Background: an optimization exercise with open tools, aiming at small area. Do not read the settings as production practice. Function was checked by simulation only, so behaviour that the tests miss may differ from the original. In runs 5 to 7 the design's own scripts or RTL, not TritonCTS, make the clock network. The flow treats the clock pin as an ideal source. Dropping or thinning the clock tree relies on that and would not hold on a real chip. Power is estimated from default activity; no workload was simulated.

==> flow/design.v <==
module fade #(
    parameter INC_DEC_INTERVAL = 12000,
    parameter INC_DEC_MAX = 200,
    parameter PWM_INTERVAL = 1200
)(
    input logic clk, 
    input logic rst,
    output logic [$clog2(PWM_INTERVAL) - 1:0] pwm_value_r,
    output logic [$clog2(PWM_INTERVAL) - 1:0] pwm_value_g,
    output logic [$clog2(PWM_INTERVAL) - 1:0] pwm_value_b
);
    logic [$clog2(PWM_INTERVAL) - 1:0] hue;
    logic [$clog2(INC_DEC_INTERVAL) - 1:0] count;
    always_ff @(posedge clk) begin
        if (rst) begin
            count <= 0;
            hue <= 0;
        end else if (count == INC_DEC_INTERVAL - 1) begin
            count <= 0;
            hue <= (hue + 1) % 360;
        end else begin
            count <= count + 1;
        end
    end
    always_comb begin
        if (hue < 120) begin
            pwm_value_r = (120 - hue) * (PWM_INTERVAL / 120);
            pwm_value_g = (hue) * (PWM_INTERVAL / 120);
            pwm_value_b = 0;
        end else if (hue < 240) begin
            pwm_value_r = 0;
            pwm_value_g = (240 - hue) * (PWM_INTERVAL / 120);
            pwm_value_b = (hue - 120) * (PWM_INTERVAL / 120);
        end else begin
            pwm_value_r = (hue - 240) * (PWM_INTERVAL / 120);
            pwm_value_g = 0;
            pwm_value_b = (360 - hue) * (PWM_INTERVAL / 120);
        end
    end
endmodule
module pwm #(
    parameter PWM_INTERVAL = 1200        
)(
    input logic clk, 
    input logic rst,
    input logic [$clog2(PWM_INTERVAL) - 1:0] pwm_value, 
    output logic pwm_out
);
    logic [$clog2(PWM_INTERVAL) - 1:0] pwm_count;
    always_ff @(posedge clk) begin
        if (rst) begin
            pwm_count <= 0;
        end
        else if (pwm_count == PWM_INTERVAL - 1) begin
            pwm_count <= 0;
        end
        else begin
            pwm_count <= pwm_count + 1;
        end
    end
    assign pwm_out = (pwm_count > pwm_value) ? 1'b0 : 1'b1;
endmodule
module top #(
    parameter PWM_INTERVAL = 1200        
)(
    input logic clk, 
    input logic rst,
    output logic RGB_R,
    output logic RGB_G,
    output logic RGB_B
);
    logic [$clog2(PWM_INTERVAL) - 1:0] pwm_value_r, pwm_value_g, pwm_value_b;
    logic pwm_out_r, pwm_out_g, pwm_out_b;
    fade #(
        .PWM_INTERVAL   (PWM_INTERVAL)
    ) u1 (
        .clk            (clk), 
        .rst            (rst),
        .pwm_value_r    (pwm_value_r),
        .pwm_value_g    (pwm_value_g),
        .pwm_value_b    (pwm_value_b)
    );
    pwm #(
        .PWM_INTERVAL   (PWM_INTERVAL)
    ) u2 (
        .clk            (clk), 
        .rst            (rst),
        .pwm_value      (pwm_value_r), 
        .pwm_out        (pwm_out_r)
    );
    pwm #(
        .PWM_INTERVAL   (PWM_INTERVAL)
    ) u3 (
        .clk            (clk), 
        .rst            (rst),
        .pwm_value      (pwm_value_g), 
        .pwm_out        (pwm_out_g)
    );
    pwm #(
        .PWM_INTERVAL   (PWM_INTERVAL)
    ) u4 (
        .clk            (clk), 
        .rst            (rst),
        .pwm_value      (pwm_value_b), 
        .pwm_out        (pwm_out_b)
    );
    assign RGB_R = ~pwm_out_r;
    assign RGB_G = ~pwm_out_g;
    assign RGB_B = ~pwm_out_b;
endmodule
==> flow/run.sh <==
#!/bin/bash
# synth_recipe.tcl (not shown) runs the flow's synth.tcl, then flattens the netlist and writes it again
# the make line also repeats each setting of config.mk as NAME=value (left out here)
make -C /OpenROAD-flow-scripts/flow DESIGN_CONFIG=/design/flow/config.mk WORK_HOME=/design/flow/orfs CLKGATE_MAP_FILE= SYNTH_SCRIPT=/design/flow/synth_recipe.tcl finish
==> flow/config.mk <==
export PLATFORM = sky130hd
export DESIGN_NAME = top
export DESIGN_NICKNAME = top
export VERILOG_FILES = /design/flow/design.v
export SDC_FILE = /design/flow/constraint.sdc
export NUM_CORES = 4
export LEC_CHECK = 0
export CAP_MARGIN = 20
export CORE_MARGIN = 2
export CORE_UTILIZATION = 40
export SLEW_MARGIN = 20
==> flow/constraint.sdc <==
create_clock -name core_clock -period 10.0 [get_ports {clk}]
set_input_delay 2.0000 -clock core_clock [delete_from_list [all_inputs] [get_ports {clk}]]
set_output_delay 2.0000 -clock core_clock [all_outputs]
set_load 0.01 [all_outputs]
==> run summary, run 1 <==
- Main synth FF type: dfxtp_1
- Final setup TNS: 0 ps
- Cell Area, Synth: 6850 µm²
- Final Setup Violations: 0
- WL met1: 8.18 mm
- Layout cell share with drive strength beyond 1: 0.0452
- Fin util: 0.443
- Actual slew at the worst max-slew pin: between 1000 and 1500 ps
- FP Rows: 47
- Placed cell area: slightly above 7000 µm²
- Synth top area share: 0.212
- Initial antenna violation count: 0
- CTS Root Cell: clkbuf_16
- Top Ports: 5
- Crit end category: output pin
- Cell-internal power: ~0.00042 W
- Postcts setup bufs: 0
- Detail Route met2 WL: 7.20 mm
- Cell taking the most area after synthesis: ha_1
- Sw power: roughly 0.00012 W
- Antenna-violating nets left: 0
- Endpoints failing hold: 0
- Crit path kind: flop to output pin
- Ys async rst share: 0
- Htree depth: 3
- Die Y: around 130 µm
- Outcome: complete, no violations
- Minimum clock period: around 7400 ps
- Initial DRC Count: 228
- Post-synthesis net count: around 960
- Register area share after synthesis: 0.170
- CP Launch Type: flop
- Fin. max-slew vios: 0
- CTS hold repair buffers: 0
- Reg power frac: 0.441
- Avg Inst Size Synth: ~8.2 µm²
- Final HPWL DP: approximately 12 mm
- I/O Buffers: 4
- Max-cap violations: 0
- Sw Share: 0.226
- RSZ-0062 raised after global routing: false
- Clock Power Share: 0.512
- Avg WL per Cell: approximately 15 µm
- Worst-skew pair later-pin latency: between 300 and 400 ps
- Post-synth cell types: 75
- Post-Route WL: between 15 and 20 mm
- Cell types occupying the most area after synthesis: ha_1, dfxtp_1, xnor2_1, xor2_1, nor2_1
- Overflow after GRT: 0
- Design area: around 7400 µm²
- Post-CTS sizing: 0
- Wire length on met3: 442 µm
- Inserted Diodes: 0
- Initial Utilization: 0.412
- Synth Register Bits: 58
- Count leader, synth: ha_1
- PD cells: 73.8 nW/µm²
- Leakage: 3.25 nW
- Worst EP required: 8000 ps
- Area of the core: 16600 µm²
- GP Congestion: about 0.88
- 1st-pass router iterations: 4
- Largest net degree at the start of global routing: 31
- Highest metal used: met4
- Final worst-path cycle share: 0.739
- Clock skew: about 4.4 ps
- Top cells by count, synth: ha_1, nor2_1, xnor2_1
- Die width: about 130 µm
- Clock Sinks: 58
- First-pass GRT wire length: 27.2 mm
- Layout overhead on the synthesized area: 7.54%
- Area of the die: 18200 µm²
- Hold Worst Slack: 460 ps
- Via count: 5717
- Hold Path Class: flop to flop
- Post-Syn Instances: 840
- EDFF count, synth: 0
- Remaining DRCs: 0
- Max transition margin: 0.329
- Final net count: roughly 960
- Clock Path Buffers: 2
- Total track usage: 0.186
- WP data arrival: 5390 ps
- CTS tree: built
- Combinational Power Share: 0.047
- Vias in the first global route: between 5000 and 6000
- Peak VDD IR: roughly 0.000073 V
- Clk pin slew, worst setup/hold paths: 50 ps
- Vias per cell: 5.39
- Fmax: ~140 MHz
- Crit-path max FO: 11
- TritonCTS buffer count: 9
- YS warnings: 2
routing by layer:
layer / global-route usage / vias up
met1: 0.254 / 2626
met2: 0.301 / 71
met4: 0.0678 / 0
met5: 0 / -
li1: - / 2999
met3: 0.0236 / 21
worst paths after layout:
check / from / end / slack [ps] / cells after the start
setup reg to reg: u1.hue[3] / u1.hue[4] / 4520 / 18
hold / removal: u1.count[0] / u1.count[0] / 460 / 1
hold reg to reg: u1.count[0] / u1.count[0] / 460 / 1
setup / recovery: u1.hue[0] / RGB_B / 2610 / 22
cell families (layout without fill, tap and decap cells):
| logic type | count (synthesis) | in the layout | synth area share |
|---|---|---|---|
| XOR/XNOR | 121 | 121 | 0.156 |
| AO/OA/AOI/OAI | 179 | 179 | 0.175 |
| buffers and inverters | 67 | 67 | 0.0393 |
| AND/OR/NAND/NOR | 283 | 283 | 0.215 |
| adder cells (fa/ha/maj) | 123 | 123 | 0.231 |
| multiplexers | 9 | 9 | 0.0137 |
| flip-flops | 58 | 58 | 0.170 |
registers in the layout, summed over array words and instances, names as in the netlist:
signal and cells:
u4.pwm_count 11, u3.pwm_count 11, u2.pwm_count 11, u1.hue 11
u1.count 14
through the flow:
step	total power, W	setup WS (ps)	cells
2_1_floorplan	0.000262	4370	840
3_3_place_gp	0.000270	3010	1044
3_5_place_dp	0.000270	2980	1044
4_1_cts	0.000555	2600	1060
5_1_grt	0.000565	2150	1060
6_report	0.000544	2610	1060
power groups by stage:
stage	combinational (W)	sequential, W	clock, W
3_5_place_dp	0.0000258	0.000244	0
2_1_floorplan	0.0000186	0.000243	0
3_3_place_gp	0.0000259	0.000244	0
6_report	0.0000256	0.000240	0.000278
5_1_grt	0.0000293	0.000240	0.000296
4_1_cts	0.0000262	0.000240	0.000289
critical path: stages, from the launching register on:
cell             delay (ps)
dfxtp_1                 590
inv_1                   280
ha_1                    310
nand2_1                 150
nand2_1                 120
xnor2_1                 420
inv_1                   140
ha_1                    330
inv_1                    60
fa_1                    470
inv_1                    80
a21oi_1                  60
o21bai_1                210
a21o_1                  150
a21oi_1                  70
xnor2_1                 170
xnor2_1                 130
o21ai_0                 120
ha_1                    330
nand4b_1                110
nor3_1                  180
nor2_1                   60
clkdlybuf4s50_1         480
layout make-up:
class,instances,area (µm²)
Clock inverter,3,15.0
Multi-Input combinational cell,715,5430
Tap cell,220,275
Timing Repair Buffer,10,85.1
Fill cell,1689,9280
Sequential cell,58,1160
Clock buffer,13,250
Inverter,41,154
cell usage in the layout, fill, tap and decap left out, types with 4 or more instances in the layout:
master and instances:
xor2_1 51, buf_4 6, nor2_1 87, nor3_1 18
dfxtp_1 58, mux2i_1 6, nand2_1 47, ha_1 116
clkdlybuf4s50_1 4, xnor2_1 69, and4_1 4, nor4_1 7
fa_1 6, and3_1 16, or3_1 13, inv_1 40
and2_1 9, o21a_1 10, o21bai_1 6, nand2b_1 13
nor2b_1 12, clkbuf_16 9, o21ai_0 27, a31oi_1 6
a22oi_1 19, nand4_1 11, a21o_1 24, nand3_1 23
a211oi_1 4, a21oi_1 49
==> run 2, diff against run 1 <==
==> flow/design.v (replaced) <==
module top #(
    parameter PWM_INTERVAL = 1200        
)(
    input logic clk,
    input logic rst,
    output logic RGB_R,
    output logic RGB_G,
    output logic RGB_B
);
    logic [3:0] b;
    logic [6:0] A;
    logic [3:0] c;
    logic [6:0] H;
    logic [1:0] s;
    logic b0, b9, p_end, c_end, h_end;
    assign b0    = (b == 4'd0);
    assign b9    = (b == 4'd9);
    assign p_end = b9 && (A == 7'd123);
    assign c_end = (c == 4'd9);
    assign h_end = (H == 7'd122);
    always_ff @(posedge clk) begin
        if (rst) begin
            b <= 4'd0;
            A <= 7'd3;
            c <= 4'd0;
            H <= 7'd3;
            s <= 2'd0;
        end else begin
            b <= b9 ? 4'd0 : b + 4'd1;
            if (p_end)
                A <= 7'd3;
            else if (b0)
                A <= A + 7'd1;
            if (p_end) begin
                c <= c_end ? 4'd0 : c + 4'd1;
                if (c_end) begin
                    H <= h_end ? 7'd3 : H + 7'd1;
                    if (h_end)
                        s <= (s == 2'd2) ? 2'd0 : s + 2'd1;
                end
            end
        end
    end
    logic lit_rise, lit_fall, lit_zero;
    assign lit_rise = (A <= H);
    assign lit_fall = (A < ~H);
    assign lit_zero = (A == 7'd3);
    always_comb begin
        case (s)
            2'd0:    {RGB_R, RGB_G, RGB_B} = ~{lit_fall, lit_rise, lit_zero};
            2'd1:    {RGB_R, RGB_G, RGB_B} = ~{lit_zero, lit_fall, lit_rise};
            default: {RGB_R, RGB_G, RGB_B} = ~{lit_rise, lit_zero, lit_fall};
        endcase
    end
endmodule
==> run summary, run 2 <==
- Outcome: complete, no violations
- Sw Share: 0.297 (+0.0706)
- Grt peak-use layer: met2
- Synth Register Bits: 24 (-59%)
- Htree depth: 1 (-2)
- Antenna-violating nets left: 0 (unchanged)
- RR Endpoint: H[5]
- Final HPWL DP: 2.34 mm (-81%)
- CP Launch Type: flop
- Overflow after GRT: 0 (unchanged)
- Final worst-path cycle share: 0.456 (-0.283)
- Total track usage: 0.155 (-0.0310)
- Flop-to-flop setup slack: 7910 ps (+3390 ps)
- Final setup TNS: 0 ps (unchanged)
- Leading cell type in the layout, fill and taps excluded: dfxtp_1
- Worst Hold Launch: c[2]
- Clock Sinks: 24 (-59%)
- Pwr Total: 0.000234 W (-57%)
- Final net count: 215 (-78%)
- Vias in the first global route: 1211 (-78%)
- TritonCTS buffer count: 3 (-6)
- Actual slew at the worst max-slew pin: 731 ps (-272 ps)
- Endpoints failing hold: 0 (unchanged)
- CTS tree: built
- Layout cell share with drive strength beyond 1: 0.0260 (-0.0192)
- Fmax: 219 MHz (+62%)
- Cell-internal power: 0.000165 W (-61%)
- Initial antenna violation count: 0 (unchanged)
- Avg WL per Cell: 12.6 µm (-17%)
- Via count: 1333 (-77%)
- Cell types occupying the most area after synthesis: dfxtp_1, ha_1, a21oi_1, inv_1, nand4_1
- Count leader, synth: dfxtp_1
- Max transition margin: 0.511 (+0.182)
- CTS Root Cell: clkbuf_8
- Peak VDD IR: 0.0000662 V (-9.9%)
- Die Y: 66.8 µm (-50%)
- Worst-skew pair later-pin latency: 270 ps (-70 ps)
- Combinational Power Share: 0.261 (+0.214)
- First-pass GRT wire length: 5.33 mm (-80%)
- Leakage: 0.697 nW (-79%)
- Area of the die: 4460 µm² (-75%)
- Post-synthesis net count: 212 (-78%)
- Worst r2r src: b[0]
- Top Ports: 5 (unchanged)
- CTS hold repair buffers: 0 (unchanged)
- RSZ-0062 raised after global routing: false
- Inserted Diodes: 0 (unchanged)
- FP Rows: 22 (-53%)
- Post-synth cell types: 44 (-41%)
- I/O Buffers: 4 (unchanged)
- Hold Path Class: flop to flop
- Largest registers: A (7), H (7)
- Die width: 66.8 µm (-50%)
- Layout overhead on the synthesized area: 8.02%
- Fill cell count: 372 (-78%)
- Fin. max-slew vios: 0 (unchanged)
- Cell Area, Synth: 1580 µm² (-77%)
- Reg power frac: 0.459 (+0.018)
- Postcts setup bufs: 0 (unchanged)
- WP data arrival: 2560 ps (-2830 ps)
- Register area share after synthesis: 0.305 (+0.135)
- YS warnings: 1 (-1)
- Final WS setup: 5440 ps (+2830 ps)
- Cell taking the most area after synthesis: dfxtp_1
- Initial Utilization: 0.424 (+0.0124)
- Largest net degree at the start of global routing: 22 (-29%)
- Crit-path max FO: 7 (-4)
- Post-CTS sizing: 0 (unchanged)
- Post-Route WL: 3.02 mm (-81%)
- Post-Syn Instances: 190 (-77%)
- Sw power: 0.0000694 W (-43%)
- Clock skew: 5.31 ps (+0.907 ps)
- EDFF count, synth: 0 (unchanged)
- Vias per cell: 5.55 (+3.0%)
- Initial DRC Count: 76 (-67%)
- Minimum clock period: 4560 ps (-2830 ps)
- Main synth FF type: dfxtp_1
- Avg Inst Size Synth: 8.29 µm² (+1.7%)
- Final Setup Violations: 0 (unchanged)
- Met3 usage: 0.0405 (+0.0169)
- Hold path depth: 2 (+1)
- M1 GR Usage: 0.193 (-0.0608)
- 1st-pass router iterations: 4 (unchanged)
- Worst EP required: 8000 ps (about the same)
- GP Congestion: 0.956 (+8.4%)
- Ys async rst share: 0 (unchanged)
- Grt met2 use: 0.269 (-0.0322)
- Area of the core: 3720 µm² (-78%)
- Clock Power Share: 0.281 (-0.231)
- Clock Path Buffers: 2 (unchanged)
- Top cells by count, synth: dfxtp_1, ha_1, inv_1, nor2_1, a21oi_1
- Dpl ws: 5740 ps (+2760 ps)
- Clk pin slew, worst setup/hold paths: 80 ps (+30 ps)
- Hold EP: c[2]
- Most frequent cells in the layout: dfxtp_1, ha_1, inv_1, nor2_1, a21oi_1
- Crit path kind: flop to output pin
- PD cells: 138 nW/µm² (+86%)
- Remaining DRCs: 0 (unchanged)
- Crit end category: output pin
- Max-cap violations: 0 (unchanged)
- Reg2Reg Depth: 5 (-13)
- Synth top area share: 0.305 (+0.0931)
run 2: cell types whose count changed in the layout (fill, tap and decap cells not counted), sizes merged, moves of 20 or more:
cell	before	now
xor2	51	5
dfxtp	58	24
nor2	87	15
nand3	25	5
o21ai	29	9
inv	40	15
xnor2	70	4
a21oi	49	14
nand2	47	13
a21o	24	1
ha	116	20
a22oi	20	0
run 2: metal layers:
metal / up-vias / share of wire / routed length (µm)
met4: 0 / 0.0063 / 19
met3: 5 / 0.040 / 121
li1: 686 / - / -
met1: 617 / 0.47 / 1410
met2: 25 / 0.49 / 1470
met5: - / 0 / 0
run 2: final cells by class:
type	instances	area, µm²	share of cell area
clock buffers	4	55.1	0.0324
inverters	15	56.3	0.0331
multi-input cells	145	1010	0.593
flip-flops and latches	24	480	0.282
well taps	48	60.1	0.0353
repair buffers	4	40.0	0.0235
run 2: power groups by stage:
stage / Combinational [W] / Sequential, W / Clock, W
finish: 0.0000610 / 0.000107 / 0.0000657
floorplan: 0.0000427 / 0.000108 / 0
global route: 0.0000681 / 0.000109 / 0.0000734
global placement: 0.0000589 / 0.000110 / 0
CTS: 0.0000612 / 0.000108 / 0.0000677
detailed placement: 0.0000609 / 0.000110 / 0
run 2: cells by family (layout without fill, tap and decap cells):
kind of cell               count (synthesis)  count (layout)  synth area share
AOI/OAI and AO/OA                         41              41             0.165
xor gates and xnor gates                   9               9            0.0500
adders and majority gates                 20              20             0.159
buffers and inverters                     21              23            0.0540
DFF                                       24              24             0.305
muxes                                      1               1           0.00635
and+or+nand+nor                           74              74             0.261
run 2: how the worst max path moves through the flow:
stage | startpoint | to | slack [ps] | cells past startpoint
3_5_place_dp | H[2] | RGB_G | 5740 | 7
5_1_grt | H[2] | RGB_G | 5280 | 7
4_1_cts | H[2] | RGB_G | 5440 | 7
2_1_floorplan | H[5] | RGB_G | 6240 | 7
6_report | H[2] | RGB_G | 5440 | 7
3_3_place_gp | H[2] | RGB_R | 5800 | 7
run 2: worst max-delay path, cell delays in order (launching register included):
cell and delay, ps:
dfxtp_1 430, inv_1 90, ha_1 340, nor3_1 210, o311a_1 230, nor3_1 80
o311ai_0 310, clkdlybuf4s50_1 600
run 2: through the flow:
step,area (µm²),hold slack [ps],utilization,cells
after floorplan,1580,471,-,190
after global placement,1650,491,0.443,236
after detailed placement,1650,502,0.443,236
after CTS,1700,514,0.458,240
after global routing,1700,558,0.458,240
final,1700,514,0.458,240
==> run 3, diff against run 2 <==
==> flow/design.v (replaced) <==
module top #(
    parameter PWM_INTERVAL = 1200        
)(
    input logic clk,
    input logic rst,
    output logic RGB_R,
    output logic RGB_G,
    output logic RGB_B
);
    logic [3:0] b;
    logic [6:0] A;
    logic [3:0] c;
    logic [6:0] H;
    logic [1:0] s;
    logic b0, b9, p_end, c_end, h_end;
    assign b0    = ~|b;
    assign b9    = b[3] & b[0];
    assign p_end = b9 & A[6] & A[5] & A[4] & A[3] & A[1] & A[0];    
    assign c_end = c[3] & c[0];                                      
    assign h_end = H[6] & H[5] & H[4] & H[3] & H[1];                 
    logic [7:0] ca, ch, cb, cc;
    assign cb[0] = 1'b1;
    assign ca[0] = b0;
    assign cc[0] = p_end;
    assign ch[0] = p_end & c_end;
    genvar i;
    generate
        for (i = 0; i < 7; i++) begin : g_inc7
            assign ca[i+1] = ca[i] & A[i];
            assign ch[i+1] = ch[i] & H[i];
        end
        for (i = 0; i < 4; i++) begin : g_inc4
            assign cb[i+1] = cb[i] & b[i];
            assign cc[i+1] = cc[i] & c[i];
        end
    endgenerate
    always_ff @(posedge clk) begin
        if (rst || b9)
            b <= 4'd0;
        else
            b <= b ^ cb[3:0];
        if (rst || p_end)
            A <= 7'd3;
        else
            A <= A ^ ca[6:0];
        if (rst || (p_end && c_end))
            c <= 4'd0;
        else
            c <= c ^ cc[3:0];
        if (rst || (ch[0] && h_end))
            H <= 7'd3;
        else
            H <= H ^ ch[6:0];
        if (rst || (ch[0] && h_end && s[1]))
            s <= 2'd0;
        else if (ch[0] && h_end)
            s <= {s[0], ~s[0]};
    end
    logic [7:0] gr, lf;
    assign gr[0] = 1'b0;
    assign lf[0] = 1'b0;
    generate
        for (i = 0; i < 7; i++) begin : g_cmp
            assign gr[i+1] = (A[i] & ~H[i]) | ((A[i] | ~H[i]) & gr[i]);
            assign lf[i+1] = (~H[i] & ~A[i]) | ((~H[i] | ~A[i]) & lf[i]);
        end
    endgenerate
    logic lit_rise, lit_fall, lit_zero;
    assign lit_rise = ~gr[7];
    assign lit_fall = lf[7];
    assign lit_zero = ~|A[6:2];      
    always_comb begin
        case (s)
            2'd0:    {RGB_R, RGB_G, RGB_B} = ~{lit_fall, lit_rise, lit_zero};
            2'd1:    {RGB_R, RGB_G, RGB_B} = ~{lit_zero, lit_fall, lit_rise};
            default: {RGB_R, RGB_G, RGB_B} = ~{lit_rise, lit_zero, lit_fall};
        endcase
    end
endmodule
==> flow/flow/run.sh (new file) <==
#!/bin/bash
# Standard ORFS flow with: area-oriented ABC script and no adder-cell
# extraction in synthesis, buf_1 port buffers, a small clock tree.
set -uo pipefail
HERE=$PWD
export MY_ABC_SCRIPT=$HERE/flow/area.abc
bash standard.sh finish \
  SYNTH_SCRIPT=$HERE/flow/synth.tcl \
  ADDER_MAP_FILE= \
  BUFFER_PORTS_ARGS="-buffer_cell sky130_fd_sc_hd__buf_1" \
  CTS_ARGS="-sink_clustering_enable -sink_clustering_size 32 -sink_clustering_max_diameter 300 -repair_clock_nets -buf_list sky130_fd_sc_hd__clkbuf_8 -root_buf sky130_fd_sc_hd__clkbuf_8 -dont_use_dummy_load" \
  > $HERE/flow_make.log 2>&1
==> flow/flow/area.abc (new file) <==
strash
&get -n
&st
&syn2
&dch
&nf -a -R 1000
&put
==> flow/flow/synth.tcl (new file) <==
# synth_recipe.tcl with ABC's script swapped for an area-oriented one
proc synth {args} { yosys synth -nofsm -noshare {*}$args }
proc abc {args} {
  set i [lsearch -exact $args -script]
  if { $i >= 0 } {
    set args [lreplace $args [expr {$i+1}] [expr {$i+1}] $::env(MY_ABC_SCRIPT)]
  }
  yosys abc {*}$args
}
source $::env(SCRIPTS_DIR)/synth.tcl
# left out here: clear keep_hierarchy, flatten, clean up, hide names made inside functions, write 1_2_yosys.v
==> flow/standard.sh (new file) <==
#!/bin/bash
# synth_recipe.tcl (not shown) runs the flow's synth.tcl, then flattens the netlist and writes it again
# the make line also repeats each setting of config.mk as NAME=value (left out here)
make -C /OpenROAD-flow-scripts/flow DESIGN_CONFIG=/design/flow/config.mk WORK_HOME=/design/flow/orfs CLKGATE_MAP_FILE= SYNTH_SCRIPT=/design/flow/synth_recipe.tcl "${@:-finish}"
removed: flow/run.sh
==> run summary, run 3 <==
- Mux cell area share after synthesis: 0.0105 (+0.00415)
- Synth top area share: 0.448 (+0.143)
- Hold Path Class: flop to flop
- RSZ-0062 raised after global routing: false
- CTS tree: built
- Cell types occupying the most area after synthesis: dfxtp_1, a21oi_1, nor2_1, o21ai_0, maj3_1
- YS warnings: 1 (unchanged)
- Critical path endpoint: RGB_G
- Synth Area in Adders: 0.0373 (-0.122)
- Remaining DRCs: 0 (unchanged)
- Area of the core: 2500 µm² (-33%)
- Peak VDD IR: 0.000110 V (+66%)
- FP Rows: 18 (-18%)
- Post-synth cell types: 28 (-36%)
- Outcome: complete, no violations
- TritonCTS buffer count: 3 (unchanged)
- Layout overhead on the synthesized area: 8.75%
- Reg power frac: 0.573 (+0.114)
- Final Setup Violations: 0 (unchanged)
- Sw power: 0.0000477 W (-31%)
- Synth Register Bits: 24 (unchanged)
- Antenna-violating nets left: 0 (unchanged)
- Largest net degree at the start of global routing: 13 (-41%)
- Worst EP required: 8000 ps (about the same)
- EDFF count, synth: 0 (unchanged)
- CP dominant cell by count: maj3_1
- Vias per cell: 5.60 (+0.89%)
- CP Launch Point: H[1]
- Ys async rst share: 0 (unchanged)
- Pwr Total: 0.000185 W (-21%)
- Cell taking the most area after synthesis: dfxtp_1
- Inst Count DP: 161 (-32%)
- Sw Share: 0.258 (-0.0381)
- Endpoints failing hold: 0 (unchanged)
- Placed cell area: 1120 µm² (-32%)
- PD cells: 158 nW/µm² (+15%)
- Worst-skew pair later-pin latency: 260 ps (about the same)
- Die width: 55.8 µm (-16%)
- Leading cell type in the layout, fill and taps excluded: dfxtp_1
- Clock Power Share: 0.305 (+0.024)
- Post-CTS sizing: 0 (unchanged)
- Combinational Power Share: 0.122 (-0.139)
- Clock Path Buffers: 2 (unchanged)
- First-pass GRT wire length: 3.37 mm (-37%)
- Max-cap violations: 0 (unchanged)
- I/O Buffers: 4 (unchanged)
- Worst Hold Launch: c[2]
- Htree depth: 1 (unchanged)
- Die Y: 55.8 µm (-16%)
- Post-synthesis compound-gate area fraction: 0.231 (+0.0658)
- GP Congestion: 0.787 (-18%)
- Slowest Stage Delay on Critical Path: 430 ps (-170 ps)
- Worst r2r src: A[4]
- Via count: 919 (-31%)
- Final HPWL DP: 1.50 mm (-36%)
- Total track usage: 0.133 (-0.0217)
- Clock Sinks: 24 (unchanged)
- Post-Route WL: 2.04 mm (-32%)
- Clk pin slew, worst setup/hold paths: 80 ps (about the same)
- Actual slew at the worst max-slew pin: 907 ps (+176 ps)
- Vias in the first global route: 779 (-36%)
- CTS hold repair buffers: 0 (unchanged)
- WP data arrival: 2950 ps (+390 ps)
- Crit end category: output pin
- Clock skew: 6.84 ps (+1.54 ps)
- Initial DRC Count: 52 (-32%)
- CP max-delay cell: dfxtp_1
- Fill cell count: 247 (-34%)
- Leakage: 0.377 nW (-46%)
- CP cell instances: nor2_1 -> a21oi_1 -> a21oi_1 -> maj3_1 -> nand2_1 -> a21oi_1 -> maj3_1 -> maj3_1 -> maj3_1 -> o21ai_0 -> o21ai_0 -> buf_1
- Overflow after GRT: 0 (unchanged)
- 1st-pass router iterations: 4 (unchanged)
- Most frequent cells in the layout: dfxtp_1, a21oi_1, nor2_1, o21ai_0
- Crit path kind: flop to output pin
- Top cells by count, synth: dfxtp_1, a21oi_1, nor2_1
- Cell-internal power: 0.000137 W (-17%)
- Design area: 1170 µm² (-31%)
- Largest registers: A (7), H (7)
- Post-Syn Instances: 127 (-33%)
- Xor and xnor fraction of the mapped netlist area: 0.0408 (-0.00920)
- Register area share after synthesis: 0.448 (+0.143)
- Minimum clock period: 4950 ps (+395 ps)
- Top Ports: 5 (unchanged)
- Cell Area, Synth: 1070 µm² (-32%)
- Post-synthesis net count: 129 (-39%)
- Main synth FF type: dfxtp_1
- CP Launch Type: flop
- Fin. max-slew vios: 0 (unchanged)
- Initial antenna violation count: 0 (unchanged)
- Avg WL per Cell: 12.5 µm (-0.97%)
- Count leader, synth: dfxtp_1
- Final worst-path cycle share: 0.495 (+0.0395)
- Non-Filler Instances: 164 (-32%)
- Largest family of logic cells by synthesized area: compound AO/OA/AOI/OAI gates
- Layout cell share with drive strength beyond 1: 0.0224 (-0.00365)
- Simple-gate portion of the synthesized area: 0.215 (-0.0458)
- Flop-to-flop setup slack: 7350 ps (-560 ps)
- Max transition margin: 0.390 (-0.121)
- Avg Inst Size Synth: 8.44 µm² (+1.8%)
- CTS Root Cell: clkbuf_8
- RR Endpoint: H[3]
- Fmax: 202 MHz (-8.0%)
- Crit-path max FO: 7 (unchanged)
- Postcts setup bufs: 0 (unchanged)
- Area of the die: 3110 µm² (-30%)
- Reg2Reg Depth: 7 (+2)
- Final setup TNS: 0 ps (unchanged)
- Final net count: 138 (-36%)
- Initial Utilization: 0.429 (+0.00502)
- Inserted Diodes: 0 (unchanged)
[run 3: cell types whose count changed after synthesis, sizes merged, moves of 5 or more]
cell and change:
a21oi +6, nand4 -7, ha -20, a211oi +5, clkinv +5, nand2 -8, inv -15
[run 3: layer usage]
| layer | wire (µm) | global-route usage | vias to the layer above |
|---|---|---|---|
| met4 | 12 | 0.0314 | 0 |
| met5 | 0 | 0 | - |
| li1 | - | - | 485 |
| met3 | 66 | 0.0419 | 2 |
| met1 | 1020 | 0.173 | 420 |
| met2 | 944 | 0.216 | 12 |
[run 3: cells by family (layout without fill, tap and decap cells)]
logic type | count (synthesis) | after routing
adders and majority gates | 4 | 4
muxes | 1 | 1
buffers and inverters | 5 | 12
xor gates and xnor gates | 5 | 5
and+or+nand+nor | 45 | 45
AOI/OAI and AO/OA | 43 | 43
DFF | 24 | 24
[run 3: metrics by stage]
| stage | util | setup WS, ps | hold slack, ps |
|---|---|---|---|
| global placement | 0.450 | 5390 | 471 |
| detailed placement | 0.450 | 5340 | 481 |
| global route | 0.466 | 4880 | 535 |
| CTS | 0.466 | 5050 | 498 |
| finish | 0.466 | 5050 | 491 |
| floorplan | - | 5520 | 455 |
[run 3: final cells by class]
| cell class | count | area (µm²) | share of cell area |
|---|---|---|---|
| Clock buffer | 3 | 41.3 | 0.0354 |
| Inverter | 5 | 18.8 | 0.0161 |
| Multi-Input combinational cell | 98 | 573 | 0.491 |
| Sequential cell | 24 | 480 | 0.412 |
| Tap cell | 30 | 37.5 | 0.0322 |
| Timing Repair Buffer | 4 | 15.0 | 0.0129 |
[run 3: power groups by stage]
stage / logic [W] / registers [W] / clock network (W)
after floorplan: 0.0000181 / 0.000106 / 0
after global placement: 0.0000219 / 0.000108 / 0
after detailed placement: 0.0000225 / 0.000108 / 0
after CTS: 0.0000225 / 0.000106 / 0.0000577
after global routing: 0.0000254 / 0.000107 / 0.0000611
final: 0.0000225 / 0.000106 / 0.0000562
[run 3: how the worst min path moves through the flow]
stage	to	slack, ps	cells after the start
3_5_place_dp	c[2]	480	1
4_1_cts	c[2]	500	1
6_report	c[2]	490	1
2_1_floorplan	c[2]	460	1
3_3_place_gp	c[2]	470	1
5_1_grt	c[2]	530	1
[run 3: critical path, delay by kind of cell, from the launching register on]
kind | cells | cell delay (ps)
compound gates | 5 | 510
fa+ha+maj | 4 | 1480
buf+inv | 1 | 130
flops | 1 | 430
simple gates | 2 | 160
==> run 4, diff against run 3 <==
--- a/flow/flow/run.sh
+++ b/flow/flow/run.sh
@@ -9,4 +9,4 @@
   ADDER_MAP_FILE= \
   BUFFER_PORTS_ARGS="-buffer_cell sky130_fd_sc_hd__buf_1" \
-  CTS_ARGS="-sink_clustering_enable -sink_clustering_size 32 -sink_clustering_max_diameter 300 -repair_clock_nets -buf_list sky130_fd_sc_hd__clkbuf_8 -root_buf sky130_fd_sc_hd__clkbuf_8 -dont_use_dummy_load" \
+  CTS_ARGS="-repair_clock_nets -buf_list sky130_fd_sc_hd__clkbuf_8 -root_buf sky130_fd_sc_hd__clkbuf_8 -dont_use_dummy_load" \
   > $HERE/flow_make.log 2>&1
--- a/flow/config.mk
+++ b/flow/config.mk
@@ -7,5 +7,5 @@
 export LEC_CHECK = 0
 export CAP_MARGIN = 20
-export CORE_MARGIN = 2
-export CORE_UTILIZATION = 40
+export CORE_AREA = 2 2 68 68
+export DIE_AREA = 0 0 70 70
 export SLEW_MARGIN = 20
==> run summary, run 4 <==
- Layout overhead on the synthesized area: 11.3%
- Clk pin slew, worst setup/hold paths: 80 ps (about the same)
- Die width: 70 µm (+26%)
- Inserted Diodes: 0 (unchanged)
- Clock skew: 7.88 ps (+1.04 ps)
- FP Rows: 24 (+6)
- Vias in the first global route: 722 (-7.3%)
- Initial antenna violation count: 0 (unchanged)
- Overflow after GRT: 0 (unchanged)
- CP Launch Point: H[1]
- Max transition margin: 0.395 (+0.00541)
- Cell Area, Synth: 1070 µm² (unchanged)
- Actual slew at the worst max-slew pin: 899 ps (-8.04 ps)
- Hold Path Class: flop to flop
- Postcts setup bufs: 0 (unchanged)
- Clock Path Buffers: 2 (unchanged)
- Cell types occupying the most area after synthesis: dfxtp_1, a21oi_1, nor2_1, o21ai_0, maj3_1
- Post-CTS sizing: 0 (unchanged)
- Fmax: 200 MHz (-0.97%)
- Count leader, synth: dfxtp_1
- Htree depth: 1 (unchanged)
- GP Congestion: 0.725 (-7.9%)
- Via count: 884 (-3.8%)
- Area of the core: 4260 µm² (+71%)
- Final Setup Violations: 0 (unchanged)
- Leading cell type in the layout, fill and taps excluded: dfxtp_1
- CP Launch Type: flop
- Leakage: 0.377 nW (unchanged)
- Post-synthesis net count: 129 (unchanged)
- Fill cell count: 473 (+91%)
- Non-Filler Instances: 186 (+13%)
- Largest net degree at the start of global routing: 14 (+1)
- Inst Count DP: 183 (+14%)
- Final HPWL DP: 1.38 mm (-7.8%)
- Most frequent cells in the layout: dfxtp_1, a21oi_1, nor2_1, o21ai_0
- Worst r2r src: A[4]
- Synth top area share: 0.448 (unchanged)
- TritonCTS buffer count: 3 (unchanged)
- Top cells by count, synth: dfxtp_1, a21oi_1, nor2_1
- First-pass GRT wire length: 3.28 mm (-2.7%)
- Antenna-violating nets left: 0 (unchanged)
- WP data arrival: 3000 ps (+50 ps)
- Main synth FF type: dfxtp_1
- Avg WL per Cell: 10.5 µm (-16%)
- Post-Route WL: 1.96 mm (-4.3%)
- Simple-gate portion of the synthesized area: 0.215 (unchanged)
- Worst Hold Launch: c[2]
- Post-Syn Instances: 127 (unchanged)
- Total track usage: 0.0798 (-0.0535)
- Minimum clock period: 5000 ps (+48.5 ps)
- Ys async rst share: 0 (unchanged)
- Avg Inst Size Synth: 8.44 µm² (unchanged)
- Remaining DRCs: 0 (unchanged)
- Peak VDD IR: 0.0000616 V (-44%)
- Final worst-path cycle share: 0.500 (+0.00485)
- YS warnings: 1 (unchanged)
- Outcome: complete, no violations
- Max-cap violations: 0 (unchanged)
- Post-synthesis compound-gate area fraction: 0.231 (unchanged)
- Post-synth cell types: 28 (unchanged)
- Die Y: 70 µm (+26%)
- RSZ-0062 raised after global routing: false
- Xor and xnor fraction of the mapped netlist area: 0.0408 (unchanged)
- Final setup TNS: 0 ps (unchanged)
- Initial Utilization: 0.251 (-0.177)
- Fin. max-slew vios: 0 (unchanged)
- Crit-path max FO: 7 (unchanged)
- I/O Buffers: 4 (unchanged)
- Largest registers: A (7), H (7)
- CTS tree: built
- Synth Register Bits: 24 (unchanged)
- Crit end category: output pin
- Largest family of logic cells by synthesized area: compound AO/OA/AOI/OAI gates
- Register area share after synthesis: 0.448 (unchanged)
- Synth Area in Adders: 0.0373 (unchanged)
- Clock Sinks: 24 (unchanged)
- CTS hold repair buffers: 0 (unchanged)
- CTS Root Cell: clkbuf_8
- Layout cell share with drive strength beyond 1: 0.0224 (unchanged)
- Endpoints failing hold: 0 (unchanged)
- Initial DRC Count: 56 (+7.7%)
- Cell taking the most area after synthesis: dfxtp_1
- Vias per cell: 4.75 (-15%)
- PD cells: 155 nW/µm² (-2.2%)
- Area of the die: 4900 µm² (+58%)
- Mux cell area share after synthesis: 0.0105 (unchanged)
- 1st-pass router iterations: 4 (unchanged)
- Crit path kind: flop to output pin
- Top Ports: 5 (unchanged)
- Worst-skew pair later-pin latency: 260 ps (about the same)
- EDFF count, synth: 0 (unchanged)
- Final net count: 138 (unchanged)
- Worst EP required: 8000 ps (about the same)
-- run 4: cell counts in the layout (fill, tap and decap cells not counted) --
Identical to the previous run, type by type.
-- run 4: path summary, 6_finish.rpt --
| check | end | slack [ps] | cells past startpoint |
|---|---|---|---|
| setup / recovery | RGB_G | 5000 | 12 |
| hold reg to reg | c[2] | 490 | 1 |
| setup reg to reg | H[3] | 7350 | 7 |
| hold / removal | c[2] | 490 | 1 |
-- run 4: layout make-up --
type                       instances  area, µm²  share of cell area
multi-input combinational         98        573               0.480
clock buffer                       3       41.3              0.0346
inverter                           5       18.8              0.0157
timing repair buffer               4       15.0              0.0126
tap                               52       65.1              0.0545
sequential                        24        480               0.403
-- run 4: metal layers --
| layer | vias up | track usage | part of all wire |
|---|---|---|---|
| met5 | - | 0 | 0 |
| met4 | 0 | 0.00641 | 0 |
| met3 | 0 | 0.0303 | 0.034 |
| met2 | 8 | 0.115 | 0.40 |
| met1 | 392 | 0.117 | 0.57 |
| li1 | 484 | - | - |
-- run 4: cells by family after synthesis --
logic type,count (synthesis)
XOR/XNOR,5
flip-flops,24
multiplexers,1
adder cells (fa/ha/maj),4
AO/OA/AOI/OAI,43
buffers and inverters,5
AND/OR/NAND/NOR,45
-- run 4: power by group --
part	internal (W)	switching, W	leakage (nW)	total, W
clock	0.0000269	0.0000294	0.0216	0.0000563
combinational	0.0000106	0.0000121	0.160	0.0000227
sequential	0.0000994	0.00000638	0.195	0.000106
-- run 4: stage by stage --
step | total power [W] | util | cell area (µm²) | setup slack (ps) | hold slack (ps)
CTS | 0.000187 | 0.280 | 1190 | 5000 | 493
global placement | 0.000130 | 0.270 | 1150 | 5360 | 474
global route | 0.000194 | 0.280 | 1190 | 4800 | 508
finish | 0.000185 | 0.280 | 1190 | 5000 | 491
floorplan | 0.000125 | - | 1070 | 5520 | 455
detailed placement | 0.000131 | 0.270 | 1150 | 5300 | 477
-- run 4: critical path: stages (launching register included) --
cell     delay (ps)
dfxtp_1         440
nor2_1           80
a21oi_1         150
a21oi_1          60
maj3_1          370
nor2_1          100
a21oi_1          50
maj3_1          360
maj3_1          360
maj3_1          400
o21ai_0         150
o21ai_0         100
buf_1           140
==> run 5, diff against run 4 <==
==> flow/flow/run.sh (replaced) <==
#!/bin/bash
# Standard ORFS flow with: area-oriented ABC script and no adder-cell
# extraction in synthesis, buf_1 port buffers, and a one-level clock tree
# built by flow/cts_pre.tcl in place of TritonCTS.
set -uo pipefail
HERE=$PWD
export MY_ABC_SCRIPT=$HERE/flow/area.abc
export CLK_BUF=${CLK_BUF:-sky130_fd_sc_hd__clkbuf_16}
export CLK_NBUF=${CLK_NBUF:-1}
bash standard.sh finish \
  SYNTH_SCRIPT=$HERE/flow/synth.tcl \
  ADDER_MAP_FILE= \
  BUFFER_PORTS_ARGS="-buffer_cell sky130_fd_sc_hd__buf_1" \
  PRE_CTS_TCL=$HERE/flow/cts_pre.tcl \
  > $HERE/flow_make.log 2>&1
==> flow/flow/cts_pre.tcl (new file) <==
# Replaces TritonCTS with a one-level clock tree: the clock port drives
# CLK_NBUF buffers of type CLK_BUF, each next to the registers it drives
# (registers split into groups by position). The rest of ORFS's cts.tcl
# (legalisation, timing repair) runs as usual.
set clk_buf $::env(CLK_BUF)
set nbuf $::env(CLK_NBUF)
set block [ord::get_db_block]
set clk_net [$block findNet clk]
set sinks {}
foreach it [$clk_net getITerms] {
  set inst [$it getInst]
  set bbox [$inst getBBox]
  set x [expr {([$bbox xMin] + [$bbox xMax]) / 2}]
  set y [expr {([$bbox yMin] + [$bbox yMax]) / 2}]
  lappend sinks [list $x $y "[$inst getName]/[[$it getMTerm] getName]"]
}
set n [llength $sinks]
puts "manual clock tree: $n sinks, $nbuf x $clk_buf"
# split into groups: sort by x, then by y inside each group
set sinks [lsort -integer -index 0 $sinks]
set per [expr {int(ceil(double($n) / $nbuf))}]
set dbu [$block getDbUnitsPerMicron]
for {set g 0} {$g < $nbuf} {incr g} {
  set grp [lrange $sinks [expr {$g * $per}] [expr {($g + 1) * $per - 1}]]
  if {[llength $grp] == 0} { continue }
  set sx 0; set sy 0; set pins {}
  foreach s $grp {
    set sx [expr {$sx + [lindex $s 0]}]
    set sy [expr {$sy + [lindex $s 1]}]
    lappend pins [get_pins [lindex $s 2]]
  }
  set cx [expr {double($sx) / [llength $grp] / $dbu}]
  set cy [expr {double($sy) / [llength $grp] / $dbu}]
  insert_buffer -buffer_cell $clk_buf -net clk -load_pins $pins \
    -location [list $cx $cy] -buffer_name clkbuf_$g -net_name clknet_$g
}
foreach net [$block getNets] {
  if {[string match clknet_* [$net getName]]} { $net setSigType CLOCK }
}
$clk_net setSigType CLOCK
proc clock_tree_synthesis {args} { puts "clock_tree_synthesis skipped: manual clock tree" }
set_propagated_clock [all_clocks]
==> run summary, run 5 <==
- Avg WL per Cell: 10.5 µm (+0.36%)
- Final WS setup: 5100 ps (+105 ps)
- Crit path kind: flop to output pin
- Antenna-violating nets left: 0 (unchanged)
- Initial DRC Count: 44 (-21%)
- Sw power: 0.0000437 W (-8.6%)
- Layout cell share with drive strength beyond 1: 0.00758 (-0.0148)
- Leakage: 0.367 nW (-2.5%)
- Remaining DRCs: 0 (unchanged)
- Fin. max-slew vios: 0 (unchanged)
- Area of the die: 4900 µm² (unchanged)
- Fmax: 204 MHz (+2.1%)
- Fill cell count: 468 (-1.1%)
- Dpl ws: 5300 ps (unchanged)
- Outcome: complete, no violations
- Via count: 868 (-1.8%)
- Final setup TNS: 0 ps (unchanged)
- Fin util: 0.276 (-0.00382)
- Post-CTS sizing: 0 (unchanged)
- Die Y: 70 µm (unchanged)
- Endpoints failing hold: 0 (unchanged)
- CTS hold repair buffers: 0 (unchanged)
- Worst-skew pair later-pin latency: 160 ps (-100 ps)
- Worst r2r src: A[4]
- Reg2Reg Depth: 7 (unchanged)
- Hold Worst Slack: 493 ps (+1.79 ps)
- Largest registers: A (7), H (7)
- Total track usage: 0.0732 (-0.00663)
- CP Launch Type: flop
- Largest net degree at the start of global routing: 25 (+11)
- Synth top area share: 0.448 (unchanged)
- I/O Buffers: 4 (unchanged)
- Final worst-path cycle share: 0.490 (-0.0105)
- Synth Register Bits: 24 (unchanged)
- Clk pin slew, worst setup/hold paths: 100 ps (+20 ps)
- Overflow after GRT: 0 (unchanged)
- Leading cell type in the layout, fill and taps excluded: dfxtp_1
- Vias in the first global route: 701 (-2.9%)
- Cell types occupying the most area after synthesis: dfxtp_1, a21oi_1, nor2_1, o21ai_0, maj3_1
- Layout overhead on the synthesized area: 9.80%
- Area of the core: 4260 µm² (unchanged)
- WP data arrival: 2900 ps (-100 ps)
- Cell-internal power: 0.000128 W (-6.2%)
- Clock Power Share: 0.254 (-0.051)
- Most frequent cells in the layout: dfxtp_1, a21oi_1, nor2_1, o21ai_0
- 1st-pass router iterations: 4 (unchanged)
- Die width: 70 µm (unchanged)
- Initial Utilization: 0.251 (unchanged)
- RSZ-0062 raised after global routing: false
- Crit end category: output pin
- Register area share after synthesis: 0.448 (unchanged)
- Initial antenna violation count: 0 (unchanged)
- Main synth FF type: dfxtp_1
- EDFF count, synth: 0 (unchanged)
- Post-Syn Instances: 127 (unchanged)
- Sw Share: 0.254 (-0.00498)
- Max-cap violations: 0 (unchanged)
- Final Setup Violations: 0 (unchanged)
- Final net count: 136 (-1.4%)
- First-pass GRT wire length: 3.21 mm (-2.3%)
- Actual slew at the worst max-slew pin: 899 ps (-0.466 ps)
- Clock skew: 8.48 ps (+0.596 ps)
- Vias per cell: 4.72 (-0.74%)
- FP Rows: 24 (unchanged)
- Combinational Power Share: 0.132 (+0.009)
- Final HPWL DP: 1.38 mm (unchanged)
- RR Endpoint: H[3]
- Minimum clock period: 4900 ps (-105 ps)
- Post-Route WL: 1.94 mm (-0.72%)
- CP Launch Point: H[1]
- Reg power frac: 0.615 (+0.042)
- Ys async rst share: 0 (unchanged)
- Crit-path max FO: 7 (unchanged)
- Hold Path Class: flop to flop
- Peak VDD IR: 0.0000745 V (+21%)
- Top cells by count, synth: dfxtp_1, a21oi_1, nor2_1
- Worst EP required: 8000 ps (about the same)
- Max transition margin: 0.395 (about the same)
- Cell Area, Synth: 1070 µm² (unchanged)
- Count leader, synth: dfxtp_1
- Pwr Total: 0.000172 W (-6.8%)
- Critical path endpoint: RGB_G
- Top Ports: 5 (unchanged)
- YS warnings: 1 (unchanged)
- Inserted Diodes: 0 (unchanged)
- Postcts setup bufs: 0 (unchanged)
- GP Congestion: 0.725 (unchanged)
- Cell taking the most area after synthesis: dfxtp_1
- Flop-to-flop setup slack: 7350 ps (about the same)
- PD cells: 146 nW/µm² (-5.5%)
- Post-synth cell types: 28 (unchanged)
- Post-synthesis net count: 129 (unchanged)
- Avg Inst Size Synth: 8.44 µm² (unchanged)
run 5: worst max-delay path, stage by stage (launching register included):
cell and delay (ps):
dfxtp_1 440, nor2_1 80, a21oi_1 150, a21oi_1 60, maj3_1 370, nor2_1 100
a21oi_1 50, maj3_1 360, maj3_1 360, maj3_1 400, o21ai_0 150, o21ai_0 100
buf_1 140
run 5: cell type report, without the clock buffers:
cell class	count	area (µm²)	share of cell area
Tap cell	52	65.1	0.0553
Multi-Input combinational cell	98	573	0.487
Inverter	5	18.8	0.0159
Sequential cell	24	480	0.408
Timing Repair Buffer	4	15.0	0.0128
run 5: logic make-up (layout without fill, tap and decap cells):
logic type	Yosys count	after routing	share of synthesized area
xor+xnor	5	5	0.0408
buf+inv	5	10	0.0175
flops	24	24	0.448
simple gates	45	45	0.215
compound gates	43	43	0.231
mux	1	1	0.0105
fa+ha+maj	4	4	0.0373
run 5: worst min path at each step:
stage	cells past startpoint	slack, ps	from	endpoint
floorplan	1	460	c[2]	c[2]
global placement	1	470	c[2]	c[2]
detailed placement	2	480	c[0]	c[0]
CTS	1	490	c[2]	c[2]
global route	1	510	c[2]	c[2]
finish	1	490	c[2]	c[2]
run 5: power groups by stage:
stage	clock (W)	sequential, W	combinational (W)
2_1_floorplan	0	0.000106	0.0000181
3_3_place_gp	0	0.000108	0.0000222
3_5_place_dp	0	0.000108	0.0000224
4_1_cts	0.0000459	0.000106	0.0000224
5_1_grt	0.0000474	0.000107	0.0000253
6_report	0.0000437	0.000106	0.0000227
run 5: metal layers:
| layer | track usage | wire [µm] | part of all wire |
|---|---|---|---|
| met1 | 0.120 | 1130 | 0.58 |
| met2 | 0.109 | 762 | 0.39 |
| met3 | 0.00722 | 48 | 0.025 |
| met4 | 0 | 0 | 0 |
| met5 | 0 | 0 | 0 |
run 5: metrics by stage:
step | instances | cell area [µm²]
after CTS | 184 | 1180
after floorplan | 127 | 1070
final | 184 | 1180
after global placement | 183 | 1150
after global routing | 184 | 1180
after detailed placement | 183 | 1150
==> run 6, diff against run 5 <==
--- a/flow/flow/run.sh
+++ b/flow/flow/run.sh
@@ -6,5 +6,5 @@
 HERE=$PWD
 export MY_ABC_SCRIPT=$HERE/flow/area.abc
-export CLK_BUF=${CLK_BUF:-sky130_fd_sc_hd__clkbuf_16}
+export CLK_BUF=${CLK_BUF:-sky130_fd_sc_hd__buf_8}
 export CLK_NBUF=${CLK_NBUF:-1}
 bash standard.sh finish \
--- a/flow/config.mk
+++ b/flow/config.mk
@@ -9,3 +9,4 @@
 export CORE_AREA = 2 2 68 68
 export DIE_AREA = 0 0 70 70
+export PLACE_DENSITY = 0.85
 export SLEW_MARGIN = 20
==> run summary, run 6 <==
- Outcome: complete, no violations
- GP Congestion: 0.784 (+8.2%)
- Die width: 70 µm (unchanged)
- Initial antenna violation count: 0 (unchanged)
- Die Y: 70 µm (unchanged)
- Worst EP required: 8000 ps (about the same)
- Cell Area, Synth: 1070 µm² (unchanged)
- Total track usage: 0.0844 (+0.0112)
- Ys async rst share: 0 (unchanged)
- Inserted Diodes: 0 (unchanged)
- Minimum clock period: 4970 ps (+70.6 ps)
- Final worst-path cycle share: 0.497 (+0.00706)
- Clk pin slew, worst setup/hold paths: 120 ps (+20 ps)
- Synth Register Bits: 24 (unchanged)
- EDFF count, synth: 0 (unchanged)
- Overflow after GRT: 0 (unchanged)
- Fmax: 201 MHz (-1.4%)
- Most frequent cells in the layout: dfxtp_1, a21oi_1, nor2_1, o21ai_0
- Synth top area share: 0.448 (unchanged)
- RR Endpoint: H[3]
- Post-CTS sizing: 0 (unchanged)
- Largest registers: A (7), H (7)
- Worst r2r src: A[4]
- Cell types occupying the most area after synthesis: dfxtp_1, a21oi_1, nor2_1, o21ai_0, maj3_1
- Worst-skew pair later-pin latency: 140 ps (-20 ps)
- Fin. max-slew vios: 0 (unchanged)
- Highest metal used: met4
- CP Launch Type: flop
- Main synth FF type: dfxtp_1
- PD cells: 140 nW/µm² (-4.4%)
- Crit path kind: flop to output pin
- Post-synthesis net count: 129 (unchanged)
- Final net count: 136 (unchanged)
- WL met1: 980 µm (-13%)
- Hold EP: c[0]
- Top cells by count, synth: dfxtp_1, a21oi_1, nor2_1
- Post-synth cell types: 28 (unchanged)
- Worst Hold Launch: c[0]
- Avg WL per Cell: 10.8 µm (+2.7%)
- Cell taking the most area after synthesis: dfxtp_1
- Antenna-violating nets left: 0 (unchanged)
- CTS hold repair buffers: 0 (unchanged)
- Clock skew: 2.21 ps (-6.27 ps)
- WP data arrival: 2970 ps (+70 ps)
- Non-Filler Instances: 184 (unchanged)
- Top Ports: 5 (unchanged)
- Register area share after synthesis: 0.448 (unchanged)
- Leakage: 0.363 nW (-1.3%)
- Leading cell type in the layout, fill and taps excluded: dfxtp_1
- Crit end category: output pin
- FP Rows: 24 (unchanged)
- Area of the core: 4260 µm² (unchanged)
- Max-cap violations: 0 (unchanged)
- Count leader, synth: dfxtp_1
- I/O Buffers: 4 (unchanged)
- Layout overhead on the synthesized area: 8.87%
- Peak VDD IR: 0.0000653 V (-12%)
- Flop-to-flop setup slack: 7330 ps (-20 ps)
- Reg2Reg Depth: 7 (unchanged)
- Vias per cell: 4.97 (+5.3%)
- YS warnings: 1 (unchanged)
- Hold path depth: 2 (+1)
- Max transition margin: 0.384 (-0.0113)
- Initial Utilization: 0.251 (unchanged)
- Post-Syn Instances: 127 (unchanged)
- Postcts setup bufs: 0 (unchanged)
- Area of the die: 4900 µm² (unchanged)
- Largest net degree at the start of global routing: 25 (unchanged)
- Remaining DRCs: 0 (unchanged)
- Wire length on met3: 38 µm (-21%)
- Detail Route met2 WL: 952 µm (+25%)
- Post-Route WL: 1.99 mm (+2.7%)
- Via count: 914 (+5.3%)
- Final HPWL DP: 1.49 mm (+7.9%)
- Endpoints failing hold: 0 (unchanged)
- RSZ-0062 raised after global routing: false
- Crit-path max FO: 7 (unchanged)
- Pwr Total: 0.000163 W (-5.2%)
- Final setup TNS: 0 ps (unchanged)
- Vias in the first global route: 889 (+27%)
- 1st-pass router iterations: 4 (unchanged)
- Final Setup Violations: 0 (unchanged)
- Hold Path Class: flop to flop
- First-pass GRT wire length: 3.72 mm (+16%)
- Inst Count DP: 183 (unchanged)
- Initial DRC Count: 87 (+98%)
- Avg Inst Size Synth: 8.44 µm² (unchanged)
- Actual slew at the worst max-slew pin: 915 ps (+16.8 ps)
- Layout cell share with drive strength beyond 1: 0.00758 (unchanged)
==> run 6: cell types whose count changed in the layout (fill, tap and decap cells not counted), sizes merged <==
cell    previous run  this run
clkbuf             1         0
buf                4         5
==> run 6: worst max-delay path, stage by stage, from the launching register on <==
cell and delay (ps):
dfxtp_1 460, nor2_1 80, a21oi_1 180, a21oi_1 70, maj3_1 370, nor2_1 100
a21oi_1 50, maj3_1 360, maj3_1 370, maj3_1 390, o21ai_0 150, o21ai_0 100
buf_1 130
==> run 6: how the worst max path moves through the flow <==
stage / start / endpoint / slack (ps) / cells past startpoint
global placement: H[1] / RGB_G / 5390 / 12
CTS: H[1] / RGB_G / 5050 / 12
floorplan: H[1] / RGB_G / 5520 / 11
detailed placement: H[1] / RGB_G / 5260 / 12
global route: H[1] / RGB_G / 4760 / 12
finish: H[1] / RGB_G / 5030 / 12
==> run 6: power by group <==
| part | switching [W] | internal (W) | total (W) |
|---|---|---|---|
| Clock | 0.0000227 | 0.0000115 | 0.0000342 |
| Combinational | 0.0000124 | 0.0000106 | 0.0000230 |
| Sequential | 0.00000662 | 0.0000995 | 0.000106 |
| Total | 0.0000417 | 0.000122 | 0.000163 |
==> run 6: cells by family after synthesis <==
kind of cell	count (synthesis)	synth area share
AND/OR/NAND/NOR	45	0.215
adder cells (fa/ha/maj)	4	0.0373
XOR/XNOR	5	0.0408
AO/OA/AOI/OAI	43	0.231
flip-flops	24	0.448
buffers and inverters	5	0.0175
multiplexers	1	0.0105
==> run 6: metrics by stage <==
stage | cell area [µm²] | hold slack (ps) | worst slack [ps] | util
6_report | 1170 | 497 | 5030 | 0.274
5_1_grt | 1170 | 544 | 4760 | 0.274
4_1_cts | 1170 | 498 | 5050 | 0.274
3_5_place_dp | 1150 | 480 | 5260 | 0.270
3_3_place_gp | 1150 | 475 | 5390 | 0.270
2_1_floorplan | 1070 | 455 | 5520 | -
==> run 6: final cells by class, without the clock buffers <==
| class | instances | area (µm²) |
|---|---|---|
| fill | 456 | 3100 |
| multi-input combinational | 98 | 573 |
| tap | 52 | 65.1 |
| sequential | 24 | 480 |
| inverter | 5 | 18.8 |
| timing repair buffer | 4 | 15.0 |
==> run 6: layer usage <==
layer  GRT usage  vias up
li1            -      477
met1       0.112      419
met2       0.159       16
met3     0.00144        2
met4     0.00855        0
met5           0        -
==> run 7, diff against run 6 <==
--- a/flow/flow/run.sh
+++ b/flow/flow/run.sh
@@ -6,6 +6,6 @@
 HERE=$PWD
 export MY_ABC_SCRIPT=$HERE/flow/area.abc
-export CLK_BUF=${CLK_BUF:-sky130_fd_sc_hd__buf_8}
-export CLK_NBUF=${CLK_NBUF:-1}
+export CLK_BUF=${CLK_BUF:-sky130_fd_sc_hd__clkbuf_4}
+export CLK_NBUF=${CLK_NBUF:-3}
 bash standard.sh finish \
   SYNTH_SCRIPT=$HERE/flow/synth.tcl \
==> run summary, run 7 <==
- Post-synth cell types: 28 (unchanged)
- Remaining DRCs: 0 (unchanged)
- Clk pin slew, worst setup/hold paths: 80 ps (-40 ps)
- Mux cell area share after synthesis: 0.0105 (unchanged)
- Overflow after GRT: 0 (unchanged)
- CTS hold repair buffers: 0 (unchanged)
- Fmax: 201 MHz (about the same)
- Initial Utilization: 0.251 (unchanged)
- Peak VDD IR: 0.0000371 V (-43%)
- CP Launch Type: flop
- Vias in the first global route: 886 (-0.34%)
- Avg WL per Cell: 11.0 µm (+1.6%)
- Crit path kind: flop to output pin
- Most frequent cells in the layout: dfxtp_1, a21oi_1, nor2_1, o21ai_0
- Cell Area, Synth: 1070 µm² (unchanged)
- Layout overhead on the synthesized area: 9.57%
- Worst Hold Launch: c[0]
- Fin. max-slew vios: 0 (unchanged)
- FP Rows: 24 (unchanged)
- Cell types occupying the most area after synthesis: dfxtp_1, a21oi_1, nor2_1, o21ai_0, maj3_1
- EDFF count, synth: 0 (unchanged)
- Area of the die: 4900 µm² (unchanged)
- Largest family of logic cells by synthesized area: compound AO/OA/AOI/OAI gates
- Main synth FF type: dfxtp_1
- WP data arrival: 2970 ps (about the same)
- Synth Register Bits: 24 (unchanged)
- Via count: 934 (+2.2%)
- GP Congestion: 0.784 (unchanged)
- Die Y: 70 µm (unchanged)
- Post-synthesis compound-gate area fraction: 0.231 (unchanged)
- Leakage: 0.369 nW (+1.8%)
- Final worst-path cycle share: 0.497 (about the same)
- Synth top area share: 0.448 (unchanged)
- Synth Area in Adders: 0.0373 (unchanged)
- YS warnings: 1 (unchanged)
- Clock skew: 7.17 ps (+4.96 ps)
- Post-Route WL: 2.05 mm (+2.7%)
- Register area share after synthesis: 0.448 (unchanged)
- Post-synthesis net count: 129 (unchanged)
- Layout cell share with drive strength beyond 1: 0.0224 (+0.0148)
- Post-Syn Instances: 127 (unchanged)
- Total track usage: 0.0844 (unchanged)
- Crit-path max FO: 7 (unchanged)
- 1st-pass router iterations: 4 (unchanged)
- Max-cap violations: 0 (unchanged)
- Hold Path Class: flop to flop
- Final setup TNS: 0 ps (unchanged)
- RSZ-0062 raised after global routing: false
- Minimum clock period: 4970 ps (-2.25 ps)
- Die width: 70 µm (unchanged)
- Top cells by count, synth: dfxtp_1, a21oi_1, nor2_1
- PD cells: 143 nW/µm² (+2.3%)
- Cell taking the most area after synthesis: dfxtp_1
- Initial antenna violation count: 0 (unchanged)
- Endpoints failing hold: 0 (unchanged)
- I/O Buffers: 4 (unchanged)
- CP Launch Point: H[1]
- Avg Inst Size Synth: 8.44 µm² (unchanged)
- Largest net degree at the start of global routing: 11 (-56%)
- Hold Worst Slack: 490 ps (-7.09 ps)
- Final HPWL DP: 1.49 mm (unchanged)
- Final net count: 138 (+1.5%)
- Actual slew at the worst max-slew pin: 919 ps (+3.86 ps)
- Top Ports: 5 (unchanged)
- Worst r2r src: A[4]
- Post-CTS sizing: 0 (unchanged)
- Final Setup Violations: 0 (unchanged)
- First-pass GRT wire length: 3.72 mm (unchanged)
- Ys async rst share: 0 (unchanged)
- Largest registers: A (7), H (7)
- Antenna-violating nets left: 0 (unchanged)
- Vias per cell: 5.02 (+1.1%)
- Leading cell type in the layout, fill and taps excluded: dfxtp_1
- Count leader, synth: dfxtp_1
- Outcome: complete, no violations
- Max transition margin: 0.381 (-0.00259)
- Xor and xnor fraction of the mapped netlist area: 0.0408 (unchanged)
- Postcts setup bufs: 0 (unchanged)
- Crit end category: output pin
- Inserted Diodes: 0 (unchanged)
- Area of the core: 4260 µm² (unchanged)
- Worst-skew pair later-pin latency: 150 ps (about the same)
- Worst EP required: 8000 ps (about the same)
- Initial DRC Count: 59 (-32%)
- Simple-gate portion of the synthesized area: 0.215 (unchanged)
==> run 7: cell counts after synthesis <==
Identical to the previous run, type by type.
==> run 7: layout make-up, without the clock buffers <==
class | instances | area [µm²]
fillers | 455 | 3090
multi-input cells | 98 | 573
flip-flops and latches | 24 | 480
well taps | 52 | 65.1
inverters | 5 | 18.8
repair buffers | 4 | 15.0
==> run 7: power breakdown <==
group           total, W  switching, W  internal [W]
logic          0.0000229     0.0000123     0.0000106
clock network  0.0000393     0.0000250     0.0000144
registers       0.000106    0.00000650     0.0000995
total           0.000168     0.0000438      0.000124
==> run 7: worst max-delay path: stages (launching register included) <==
cell and delay [ps]:
dfxtp_1 440, nor2_1 80, a21oi_1 190, a21oi_1 70, maj3_1 370, nor2_1 100, a21oi_1 50, maj3_1 360
maj3_1 370, maj3_1 390, o21ai_0 150, o21ai_0 100, buf_1 130
==> run 7: metrics by stage <==
stage | setup WS, ps | std cells | total power [W] | utilization | instance area [µm²]
global route | 4780 | 186 | 0.000177 | 0.276 | 1170
floorplan | 5520 | 127 | 0.000125 | - | 1070
finish | 5030 | 186 | 0.000168 | 0.276 | 1170
CTS | 5060 | 186 | 0.000169 | 0.276 | 1170
detailed placement | 5260 | 183 | 0.000130 | 0.270 | 1150
global placement | 5390 | 183 | 0.000130 | 0.270 | 1150
==> run 7: layer usage <==
metal / GRT usage / wire length, µm / share of wire / vias to the layer above
li1: - / - / - / 484
met1: 0.106 / 954 / 0.47 / 427
met2: 0.159 / 987 / 0.48 / 17
met3: 0.00722 / 62 / 0.030 / 6
met4: 0.0128 / 42 / 0.021 / 0
met5: 0 / 0 / 0 / -
==> run 7: final timing paths <==
kind / endpoint / slack [ps] / cells past startpoint
setup / recovery: RGB_G / 5030 / 12
hold / removal: c[0] / 490 / 2
setup reg to reg: H[5] / 7360 / 7
hold reg to reg: c[0] / 490 / 2
==> run 7: kinds of logic (layout without fill, tap and decap cells) <==
| group | count (synthesis) | in the layout |
|---|---|---|
| xor gates and xnor gates | 5 | 5 |
| DFF | 24 | 24 |
| and+or+nand+nor | 45 | 45 |
| AOI/OAI and AO/OA | 43 | 43 |
| muxes | 1 | 1 |
| buffers and inverters | 5 | 12 |
| adders and majority gates | 4 | 4 |

==> afterwards: timing with drivers on the ports <==
How much do the figures lean on ideal ports? The routed layouts below were timed once more, with nothing changed but the port constraints. Step 1, drivers: a clkbuf_16 drives clk and a buf_2 each remaining input, both assumed. Step 2 moves the port delays by t, midway between the first and last clock arrival at a register: inputs arrive t later, outputs are due t later. That takes back most of the time a late clock gives input paths. Slacks: ideal / step 1 / step 2; pairs: ideal / step 1.
run | shift t [ns] | setup slack, ns | latest minus earliest clock arrival (ns)
run 1 | 0.377 | 2.606 / 2.566 / 2.943 | 0.008 / 0.008
run 2 | 0.288 | 5.440 / 5.417 / 5.705 | 0.006 / 0.005
run 3 | 0.283 | 5.045 / 5.021 / 5.305 | 0.007 / 0.007
run 4 | 0.281 | 4.997 / 4.975 / 5.257 | 0.008 / 0.007
run 5 | 0.182 | 5.102 / 5.075 / 5.258 | 0.008 / 0.009
run 6 | 0.167 | 5.031 / 5.004 / 5.171 | 0.002 / 0.002
run 7 | 0.184 | 5.033 / 5.000 / 5.184 | 0.007 / 0.007
After both steps every run listed still meets setup and hold.
